Source: an optimization exercise on an open RTL-to-GDS flow (aim: a short achievable clock period and few clock cycles). Production flows keep margins and buffers that such runs may drop.
The RTL was checked by simulation tests, not by an equivalence proof against the original design.
Power is estimated from default activity; no workload was simulated.

==> design.v <==
`timescale 10 ns / 1 ns
module alu(
	input  [32 - 1:0]  A,
	input  [32 - 1:0]  B,
	input  [              2:0]  ALUop,
	output                      Overflow,
	output                      CarryOut,
	output                      Zero,
	output [32 - 1:0]  Result
);
	parameter AND  = 3'b000;
	parameter OR   = 3'b001;
	parameter XOR  = 3'b100;
	parameter NOR  = 3'b101;
	parameter ADD  = 3'b010;
	parameter SUB  = 3'b110;
	parameter SLT  = 3'b111;
	parameter SLTU = 3'b011;
	parameter MSB = 32 - 1;
	wire op_and  = (ALUop == AND);
	wire op_or   = (ALUop == OR );
	wire op_xor  = (ALUop == XOR);
	wire op_nor  = (ALUop == NOR);
	wire op_add  = (ALUop == ADD);
	wire op_sub  = (ALUop == SUB);
	wire op_slt  = (ALUop == SLT);
	wire op_sltu = (ALUop == SLTU);
	wire [MSB:0] add_A, add_B;  
	wire [MSB:0] add_result;    
	wire [MSB:0] slt_result;    
	wire [MSB:0] sltu_result;
	wire [MSB:0] and_result;
	wire [MSB:0] or_result;
	wire [MSB:0] nor_result;
	wire [MSB:0] xor_result;
	wire cin, cout; 	    
	wire sign_A, sign_B; 	    
	wire sign_result;
	assign cin = ALUop[2] || op_sltu; 		 
	assign add_B = (B ^ {32{cin}});  
	assign add_A = A;
	assign sign_A = add_A[MSB]; 	 
	assign sign_B = add_B[MSB];
	assign sign_result = add_result[MSB];
	assign and_result = A & B;
	assign or_result  = A | B;
        assign nor_result = ~ or_result;
        assign xor_result = A ^ B;
	assign {cout, add_result} = add_A + add_B + cin;
	assign slt_result = {31'b0, (sign_A && sign_B) || ((sign_A ^ sign_B) && sign_result)};
	assign sltu_result = {31'b0, CarryOut};
	assign Result = (and_result  & {32{op_and}})
		      | (or_result   & {32{op_or }})
		      | (nor_result  & {32{op_nor}})
		      | (xor_result  & {32{op_xor}})
		      | (add_result  & ({32{op_add}} | {32{op_sub}}))
		      | (slt_result  & {32{op_slt}})
		      | (sltu_result & {32{op_sltu}});
	assign CarryOut = cout ^ cin;
	assign Overflow = (sign_A && sign_B && !sign_result) || (!sign_A && !sign_B && sign_result);
	assign Zero = ~(| Result);
endmodule
`timescale 10 ns / 1 ns
module shifter (
	input  [32 - 1:0] A,
	input  [              4:0] B,
	input  [              1:0] Shiftop,
	output [32 - 1:0] Result
);
        parameter SLL = 2'b00;
        parameter SRA = 2'b11;
        parameter SRL = 2'b10;
        wire op_sll = (Shiftop == SLL);
        wire op_sra = (Shiftop == SRA);
        wire op_srl = (Shiftop == SRL);
        wire [32 - 1:0] result_sll = A << B;
        wire [32 - 1:0] result_srl = A >> B;
        wire [32 - 1:0] result_sra = ($signed(A)) >>> B;
        assign Result = {{32{op_sll}} & result_sll}
                      | {{32{op_srl}} & result_srl}
                      | {{32{op_sra}} & result_sra};
endmodule
`timescale 10 ns / 1 ns
module reg_file(
	input                       clk,
	input  [5 - 1:0]  waddr,
	input  [5 - 1:0]  raddr1,
	input  [5 - 1:0]  raddr2,
	input                       wen,
	input  [32 - 1:0]  wdata,
	output [32 - 1:0]  rdata1,
	output [32 - 1:0]  rdata2
);
	reg [32 - 1:0] rf [32 - 1:0];
	always @(posedge clk) begin
		if (wen == 1'b1 && waddr != 5'b0) begin
			rf[waddr] <= wdata;
		end
	end
	wire not_zero_adder1 = | raddr1;
	wire not_zero_adder2 = | raddr2;
	assign rdata1 = {32{not_zero_adder1}} & rf[raddr1];
	assign rdata2 = {32{not_zero_adder2}} & rf[raddr2];
endmodule
`timescale 10ns / 1ns
module custom_cpu(
	input         clk,
	input         rst,
	output [31:0] PC,
	output        Inst_Req_Valid,
	input         Inst_Req_Ready,
	input  [31:0] Instruction,
	input         Inst_Valid,
	output        Inst_Ready,
	output [31:0] Address,
	output        MemWrite,
	output [31:0] Write_data,
	output [ 3:0] Write_strb,
	output        MemRead,
	input         Mem_Req_Ready,
	input  [31:0] Read_data,
	input         Read_data_Valid,
	output        Read_data_Ready,
	output [69:0] inst_retire
);
        assign inst_retire[69]    = RegWrite;
        assign inst_retire[68:64] = RF_waddr;
        assign inst_retire[63:32] = RF_wdata;
        assign inst_retire[31: 0] = PC;
        wire [ 6:0] func7, opcode;
        wire [ 4:0] rs2, rs1, rd;
        wire [ 2:0] func3;
        wire [31:0] U_imm, B_imm, J_imm, S_imm, I_imm;
        reg  [31:0] IR;
        wire IRWrite;
        always @(posedge clk) begin
                if (IRWrite) begin
                        IR <= Instruction;
                end
                else begin
                        IR <= IR;
                end
        end
        assign {func7, rs2, rs1, func3, rd, opcode} = IR;
        assign I_imm = {{20{IR[31]}}, IR[31:20]};
        assign S_imm = {{20{IR[31]}}, IR[31:25], IR[11:7]};
        assign U_imm = {IR[31:12], 12'b0};
        assign B_imm = {{20{IR[31]}}, IR[7], IR[30:25], IR[11:8], 1'b0};
        assign J_imm = {{12{IR[31]}}, IR[19:12], IR[20], IR[30:21], 1'b0};
        reg  [31:0] PC_reg;
        wire [31:0] PC_next, PC_jmp;
        wire PCWrite;
        wire branchValid = PCWriteCond && (Zero ^ func3[0] ^ func3[2]);
        assign PC = PC_reg;
        assign PC_next = {32{PCWriteCond && ~branchValid}} & PC_plus
                       | {32{(branchValid || ~PCWriteCond) && !JALR}} & ALUOut
                       | {32{(branchValid || ~PCWriteCond) &&  JALR}} & {ALUOut[31:1], 1'b0};
	always @(posedge clk) begin
		if (rst) begin
			PC_reg <= 32'b0;
		end
                else if (PCWrite || branchValid) begin
                        PC_reg <= PC_next;
                end
                else begin
                        PC_reg <= PC_reg;
                end
	end
        reg  [31:0] PC_plus;
        always @(posedge clk) begin
                if (current_state[1])
                        PC_plus <= ALU_result;
                else
                        PC_plus <= PC_plus;
        end
        wire [31:0] Result, RF_rdata1, RF_rdata2, RF_wdata;
        wire [ 4:0] RF_raddr1 = rs1;
        wire [ 4:0] RF_raddr2 = rs2;
        wire [ 4:0] RF_waddr  = rd;
        wire lui = U_type && opcode[5];
        assign Result = {32{ lui}}          & U_imm
                      | {32{link}}          & PC_plus
                      | {32{~lui && ~link}} & ALUOut;
        assign RF_wdata = {32{ MemtoReg}} & MDR
                        | {32{~MemtoReg}} & Result;
        reg_file my_rf(
                .clk(clk),
                .raddr1(RF_raddr1),
                .raddr2(RF_raddr2),
                .wen(RegWrite),
                .waddr(RF_waddr),
                .wdata(RF_wdata),
                .rdata1(RF_rdata1),
                .rdata2(RF_rdata2)
        );
        wire func30 = func3[0] || R_type && func7[5];
        wire [2:0] ALUEx;
        assign ALUEx[0] = ~func3[2] &&  func3[1] ||  func3[2] && (func3[1] ^ func30);
        assign ALUEx[1] = ~func3[2];
        assign ALUEx[2] =  func3[2] && ~func3[1] || ~func3[2] && (func3[1] ^ func30);
        wire [2:0] ALUop = {3{current_state[3] || I_type_load || S_type || current_state [1] || current_state[4] && U_type}} & 3'b010
                         | {3{current_state[4] && (R_type || I_type_cal)}}           & ALUEx
                         | {3{current_state[4] && B_type && ~func3[2]}}              & 3'b110
                         | {3{current_state[4] && B_type &&  func3[2] && ~func3[1]}} & 3'b111
                         | {3{current_state[4] && B_type &&  func3[2] &&  func3[1]}} & 3'b011;
        wire CarryOut, Overflow, Zero;
        wire [31:0] extenImm;
        wire [31:0] ALU_A, ALU_B, ALU_result, Imm;
        assign Imm = {32{I_type}} & I_imm
                   | {32{B_type}} & B_imm
                   | {32{S_type}} & S_imm
                   | {32{U_type}} & U_imm
                   | {32{J_type}} & J_imm;
        assign ALU_A = {32{~ALUSrcA}} & RF_rdata1
                     | {32{ ALUSrcA}} & PC;
        assign ALU_B = {32{ALUSrcB == 2'b00}} & RF_rdata2
                     | {32{ALUSrcB == 2'b01}} & 32'b100
                     | {32{ALUSrcB == 2'b10}} & Imm;
        alu my_ALU(
                .ALUop(ALUop),
                .A(ALU_A),
                .B(ALU_B),
                .Result(ALU_result),
                .Zero(Zero),
                .CarryOut(CarryOut),
                .Overflow(Overflow)
        );
        reg [31:0] ALUOut;
        always @(posedge clk) begin
                if (current_state[5] || current_state[6] || current_state[7])
                        ALUOut <= ALUOut;
                else
                        ALUOut <= {32{ ShifterValid &&  current_state[4]}} & Shifter_result
                                | {32{~ShifterValid || ~current_state[4]}} & ALU_result;
        end
        wire [31:0] Shifter_result, Shfter_A;
        wire [ 1:0] Shfter_op = {func3[2], func7[5]};
        wire [ 4:0] shamt = rs2;
        wire [ 4:0] Shfter_B = {5{ I_type}} & shamt
                             | {5{~I_type}} & ALU_B[4:0];
        wire ShifterValid = (I_type_cal || R_type) && ~func3[1] && func3[0];
        assign Shfter_A = ALU_A;
        shifter my_shifter(
                .A(Shfter_A),
                .B(Shfter_B),
                .Result(Shifter_result),
                .Shiftop(Shfter_op)
        );
        wire [3:0] offset;
        assign Address   = {ALUOut[31:2], 2'b0};
        assign offset[0] = (ALUOut[1:0] == 2'b00);
        assign offset[1] = (ALUOut[1:0] == 2'b01);
        assign offset[2] = (ALUOut[1:0] == 2'b10);
        assign offset[3] = (ALUOut[1:0] == 2'b11);
        wire [31:0] mask, offsetRdata, validRdata, MemRdata;
        assign mask[31:8] = {24{func3[1]}} & 24'hFFFFFF
                          | {24{func3[0]}} & 24'h0000FF; 
        assign mask[7:0] = 8'hFF;
        wire [31:0] RdataSignal = {32{~func3[1] && ~func3[0]}} & {{24{validRdata[ 7]}}, 8'b0}
                                | {32{ func3[0]}}              & {{16{validRdata[15]}}, 16'b0};
        assign offsetRdata = {32{offset[0]}} & {Read_data}
                           | {32{offset[1]}} & { 8'b0, Read_data[31: 8]}
                           | {32{offset[2]}} & {16'b0, Read_data[31:16]}
                           | {32{offset[3]}} & {24'b0, Read_data[31:24]};
        assign validRdata = offsetRdata & mask;
        assign MemRdata = {32{ func3[2]}} &  validRdata
                        | {32{~func3[2]}} & (validRdata | RdataSignal);
        reg [31:0] MDR;
        always @(posedge clk) begin
                if (current_state[7] && Read_data_Ready && Read_data_Valid)
                        MDR <= MemRdata;
                else
                        MDR <= MDR;
        end
        wire [31:0] validWdata, swl_data;
        wire [3:0] WriteWidth;
        assign WriteWidth[0] = 1'b1;
        assign WriteWidth[1] = func3[0] || func3[1];
        assign WriteWidth[3:2] = {2{func3[1]}};
        assign Write_strb = {4{offset[0]}} & {WriteWidth}
                          | {4{offset[1]}} & {WriteWidth[2:0], 1'b0}
                          | {4{offset[2]}} & {WriteWidth[1:0], 2'b0}
                          | {4{offset[3]}} & {WriteWidth[0]  , 3'b0};
        assign Write_data = {32{offset[0]}} & {RF_rdata2}
                          | {32{offset[1]}} & {RF_rdata2[23: 0],  8'b0}
                          | {32{offset[2]}} & {RF_rdata2[15: 0], 16'b0}
                          | {32{offset[3]}} & {RF_rdata2[ 7: 0], 24'b0};
        wire R_type = (opcode[6:4] == 3'b011);
        wire I_type = (opcode[6:5] == 2'b00) && (opcode[3:2] == 2'b00) || JALR;
        wire S_type = (opcode[6:4] == 3'b010);
        wire B_type = (opcode[6:2] == 5'b11000);
        wire U_type = (opcode[4:2] == 3'b101);
        wire J_type = (opcode[6:5] == 2'b11) && (opcode[3]);
        wire JALR   = (opcode == 7'b1100111);
        wire link   = (opcode[6:4] == 3'b110 && opcode[2]);
        wire I_type_load = I_type && ~opcode[4] && ~JALR;
        wire I_type_cal  = I_type &&  opcode[4];
        reg [8:0] current_state;
        reg [8:0] next_state;
        localparam INIT = 9'b000000001,
                   IF   = 9'b000000010,
                   IW   = 9'b000000100,
                   ID   = 9'b000001000,
                   EX   = 9'b000010000,
                   ST   = 9'b000100000,
                   LD   = 9'b001000000,
                   RDW  = 9'b010000000,
                   WB   = 9'b100000000;
        always @(posedge clk) begin
                if (~rst)
                        current_state <= next_state;
                else
                        current_state <= INIT;
        end
        always @(*) begin
                case(current_state)
                        INIT  : next_state = IF;
                        IF    : begin
                                if (Inst_Req_Ready)
                                        next_state = IW;
                                else
                                        next_state = IF;
                        end
                        IW    : begin
                                if (Inst_Valid)
                                        next_state = ID;
                                else
                                        next_state = IW;
                        end
                        ID    : next_state = EX;
                        EX    : begin
                                if (B_type)
                                        next_state = IF;
                                else if (S_type)
                                        next_state = ST;
                                else if (I_type_load)
                                        next_state = LD;
                                else
                                        next_state = WB;
                        end
                        ST    : begin
                                if (Mem_Req_Ready)
                                        next_state = IF;
                                else 
                                        next_state = ST;
                        end
                        LD    : begin
                                if (Mem_Req_Ready)
                                        next_state = RDW;
                                else
                                        next_state = LD;
                        end
                        RDW   : begin
                                if (Read_data_Valid)
                                        next_state = WB;
                                else
                                        next_state = RDW;
                        end
                        WB    : next_state = IF;
                        default: next_state = INIT;
                endcase
        end
        wire PCWriteCond, ALUSrcA, RegWrite, MemtoReg, PCSource;
        wire [1:0] ALUSrcB;
        assign Inst_Req_Valid  = ~current_state[0] && current_state[1];
        assign Inst_Ready      =  current_state[0] || current_state[2];
        assign Read_data_Ready =  current_state[0] || current_state[7];
        assign PCWrite     = current_state[4];
        assign PCWriteCond = current_state[4] && B_type;
        assign MemRead     = current_state[6];
        assign MemWrite    = current_state[5];
        assign ALUSrcA     = current_state[4] && U_type || current_state[3] && (!JALR) || current_state[1];
        assign ALUSrcB[1]  = current_state[3] && (link || B_type) || current_state[4] && (I_type || S_type || U_type);
        assign ALUSrcB[0]  = current_state[3] && ~link && ~B_type || current_state[1];
        assign RegWrite    = current_state[8];
        assign IRWrite     = current_state[2] && Inst_Ready && Inst_Valid;
        assign MemtoReg    = current_state[8] && I_type_load;
endmodule
==> run.sh <==
#!/bin/bash
# synth_recipe.tcl (not shown) runs the flow's synth.tcl, then flattens the netlist and writes it again
# the make line also repeats each setting of config.mk as NAME=value (left out here)
make -C /OpenROAD-flow-scripts/flow DESIGN_CONFIG=/design/flow/config.mk WORK_HOME=/design/flow/orfs CLKGATE_MAP_FILE= SYNTH_SCRIPT=/design/flow/synth_recipe.tcl finish
==> config.mk <==
export PLATFORM = sky130hd
export DESIGN_NAME = custom_cpu
export DESIGN_NICKNAME = custom_cpu
export VERILOG_FILES = /design/flow/design.v
export SDC_FILE = /design/flow/constraint.sdc
export NUM_CORES = 4
export LEC_CHECK = 0
export CAP_MARGIN = 20
export CORE_MARGIN = 2
export CORE_UTILIZATION = 40
export SLEW_MARGIN = 20
==> constraint.sdc <==
create_clock -name core_clock -period 11.0 [get_ports {clk}]
set_input_delay 2.2000 -clock core_clock [delete_from_list [all_inputs] [get_ports {clk}]]
set_output_delay 2.2000 -clock core_clock [all_outputs]
set_load 0.01 [all_outputs]
==> out/metrics.yaml <==
outcome:
  status: "complete, no violations"
final_layout:
  fill_cells: 14083
  area_delta_synth_final_pct: 15.7
  top_register: "my_rf.rf"
  finalNonFillerCells: 6912
  largest_reg_flops: 1024
  final_nets: 4798
  drive_gt1_share_pct: 24.7
synthesis:
  synth-simple-area-share_pct: 5.97
  synth_edf_count: 1152
  ys.flop_type: "edfxtp_1"
  synth-seq-cells: 1203
  synth_top_family_by_area: "multiplexers"
  synth_xor_area_share_pct: 0.793
  synth_cell_types: 91
  synth.area.mux_share_pct: 25.1
  yosysSeqAreaShare_pct: 54.7
  synth_compound_area_share_pct: 8.19
  synthCells: 4425
  yosysWarnings: 2
  synth_area_um2: 65100
  synth_adder_area_share_pct: 1.89
  synth_area_per_cell_um2: 14.7
  async_flop_share_pct: 0
drt:
  drc: 0
  ant_nets: 0
  wire_per_inst_um: 36.2
  wl_um: 250000
  drt_pass1_iterations: 6
  dr.first_iter.drc_count: 6541
  viasPerCell: 6.53
  route.vias.total: 45104
critical_path:
  r2r_slack_ns: 1.44
  critPathKind: "flop to flop"
  path_max_fanout: 38
  crit_end: "PC_reg[25]"
  rr_worst_depth: 30
  critical_path_arrival_ns: 10.21
  r2r_end: "PC_reg[25]"
  critPathSlowestCell: "dfxtp_4"
  critPathMaxStageDelay_ns: 0.99
  cp-start-kind: "flop"
  end_kind: "flop"
  worstPathRequired_ns: 11.64
clocking:
  hold_buffers: 0
  clkTransAtPathRegs_ns: 0.06
  post_cts_resized: 0
  post_cts_buffers: 0
  insertion_delay_ns: 0.81
  cts.sinks: 1203
  cts_buffers: 132
  htree_levels: 4
  clock_path_buffers: 3
  cts_tree: "done"
  cts_root_buf: "clkbuf_16"
timing:
  slew_viol_final: 0
  finClkSkew_ns: 0.0484
  final-setup-viol-count: 0
  fmax_mhz: 105
  final-hold-violation-count: 0
  grt_setup_unrepaired: "false"
  slew-limit-headroom_pct: 21.7
  max_slew.worst_pin.slew_ns: 1.16
  period_needed_ns: 9.56
  finalSetupTns_ns: 0
  finalCritPeriodShare_pct: 86.9
power:
  total_power_mw: 13.6
  p_leak_nw: 25.0
  ir_worst_vdd_mv: 0.148
  p_per_area_nw_per_um2: 180
placed_design:
  routabilityCongestion: 1.05
  dp_hpwl_um: 168000
  dp.cells: 6670
  io_buffers: 242
die:
  rows: 148
  dieHeight_um: 408
  start_util_pct: 40.2
  die_width_um: 408
  ioPinCount: 245
  die_area_um2: 166000
  fp.coreArea_um2: 162000
worst_hold_path:
  hold_class: "flop to flop"
grt:
  grt_usage_pct: 29.7
  grt_pass1_vias: 43539
  grt_overflow_total: 0
  grt_pass1_wl_um: 347000
  antenna_found_initial: 18
  grt_max_degree: 72
flow_run:
  cap_violations: 0
[how the worst min path moves through the flow]
stage               depth (start not counted)  slack, ns    endpoint  startpoint
finish                                      2       0.57  PC_reg[26]  PC_reg[26]
global route                                2       0.60  PC_reg[26]  PC_reg[26]
CTS                                         2       0.56  PC_reg[26]  PC_reg[26]
detailed placement                          2       0.55  PC_reg[30]  PC_reg[30]
global placement                            2       0.55  PC_reg[13]  PC_reg[13]
floorplan                                   1       0.52        flop      IR[19]
[placed cells by master (no fill, tap or decap), types with 15 or more instances in the layout]
cell / n
nor2_1: 287
nand2_1: 290
xor2_1: 23
nor3_1: 51
mux2i_1: 184
a211oi_1: 72
inv_1: 88
o21ai_0: 174
clkdlybuf4s50_1: 241
o21a_1: 15
a31oi_1: 35
dfxtp_1: 40
o211ai_1: 29
a22oi_1: 45
clkinv_1: 20
buf_4: 194
o22ai_1: 23
edfxtp_1: 1152
xnor2_1: 36
nor2b_1: 27
mux4_2: 632
ha_1: 95
a21o_1: 28
clkbuf_1: 31
clkbuf_16: 134
nand3_1: 54
nor3_2: 15
nand2b_1: 18
nand4_1: 15
a21oi_1: 255
conb_1: 34
o21ai_1: 16
mux2_2: 22
nor2_4: 21
[Yosys cell counts, types with 6 or more instances]
cell type  count  area, um2
edfxtp_1    1152      34600
mux4_2       632      14200
nor2_1       309       1160
nand2_1      291       1090
a21oi_1      267       1340
clkbuf_1     215        807
mux2i_1      185       1850
o21ai_0      178        891
ha_1          95       1190
buf_1         92        345
inv_1         88        330
buf_4         74        556
a211oi_1      72        541
nor3_1        66        330
a31oi_1       55        344
nand3_1       54        270
dfxtp_1       51       1020
a22oi_1       45        338
xnor2_1       36        315
buf_2         32        160
o211ai_1      29        218
a21o_1        28        210
nor2b_1       27        169
o22ai_1       24        150
xor2_1        23        201
mux2_2        22        248
nand2b_1      18        113
o21ai_1       17       85.1
and2_1        16        100
nand4_1       15       93.8
o21a_1        15        113
a22o_1        12        105
nor4_1        12       75.1
o31ai_1       12       90.1
and3_1        10       62.6
or2_2         10       62.6
a21boi_0       9       67.6
o22a_1         8       70.1
a211o_1        7       61.3
or3_1          7       43.8
nand3b_1       6       45.0
nand4b_1       6       52.6
[report_power, final]
part	total [mW]	switching [mW]	internal, mW
combinational	3.34	2.28	1.06
sequential	5.71	0.133	5.57
clock	4.51	1.95	2.56
total	13.6	4.36	9.19
[critical path, delay by kind of cell (launching register included)]
kind,cells,cell delay [ns]
buffers and inverters,4,1.15
AND/OR/NAND/NOR,8,1.70
multiplexers,5,2.22
AO/OA/AOI/OAI,10,2.25
XOR/XNOR,1,0.16
adder cells (fa/ha/maj),2,0.86
flip-flops,1,0.99
[layout make-up]
| type | instances | area, um2 | area share, % |
|---|---|---|---|
| antenna | 5 | 12.5 | 0.0166 |
| clock inverter | 67 | 873 | 1.16 |
| timing repair buffer | 452 | 4210 | 5.58 |
| clock buffer | 168 | 3510 | 4.66 |
| inverter | 89 | 339 | 0.450 |
| multi-input combinational | 2753 | 28100 | 37.2 |
| sequential | 1203 | 35600 | 47.3 |
| tap | 2175 | 2720 | 3.61 |
[cells by family after synthesis]
group                      Yosys count
DFF                               1203
and+or+nand+nor                    871
AOI/OAI and AO/OA                  852
muxes                              840
buffers and inverters              502
adders and majority gates           97
xor gates and xnor gates            59
other                                1
[metrics by stage]
stage | hold WS [ns] | cell area, um2 | util, % | worst slack, ns
after global placement | 0.551 | 70900 | 43.7 | 1.66
final | 0.565 | 75400 | 46.5 | 1.44
after global routing | 0.602 | 75400 | 46.5 | 0.820
after detailed placement | 0.547 | 70900 | 43.7 | 1.51
after floorplan | 0.515 | 65300 | - | 2.27
after CTS | 0.557 | 75300 | 46.4 | 1.46
[metal layers]
| metal | vias to the layer above | part of all wire [%] | global-route usage (%) |
|---|---|---|---|
| met5 | - | 0.053 | 0 |
| met3 | 613 | 9.8 | 6.48 |
| met2 | 2805 | 46 | 46.5 |
| li1 | 18190 | - | - |
| met4 | 20 | 6.1 | 15.6 |
| met1 | 23476 | 38 | 39.0 |
Testbench counts, summed over its fixed seeds: cycles 91,489.

[re-timing with driven ports]
How much do the figures lean on ideal ports? The routed layout below was timed once more, with nothing changed but the port constraints. Step 1 sets driving cells, clkbuf_16 on the clock port and buf_2 on the other inputs (assumed; they add their load-dependent delay and slew). Step 2, shift: input delay + t, output delay - t, t = (earliest + latest rising clock arrival at the registers) / 2. This alone moves slack from input paths to output paths. a / b / c = ideal / step 1 / step 2; a / b = the first two.
t (ns): 0.875
setup WS [ns]: 1.440 / 1.440 / 1.440
worst hold slack (ns): 0.565 / 0.565 / 0.565
worst register clock-pin slew, ns: 0.07 / 0.07
After both steps this run still meets setup and hold. For this run, drivers alone change the setup slack by 0.000 ns; drivers and shift together by 0.000 ns.
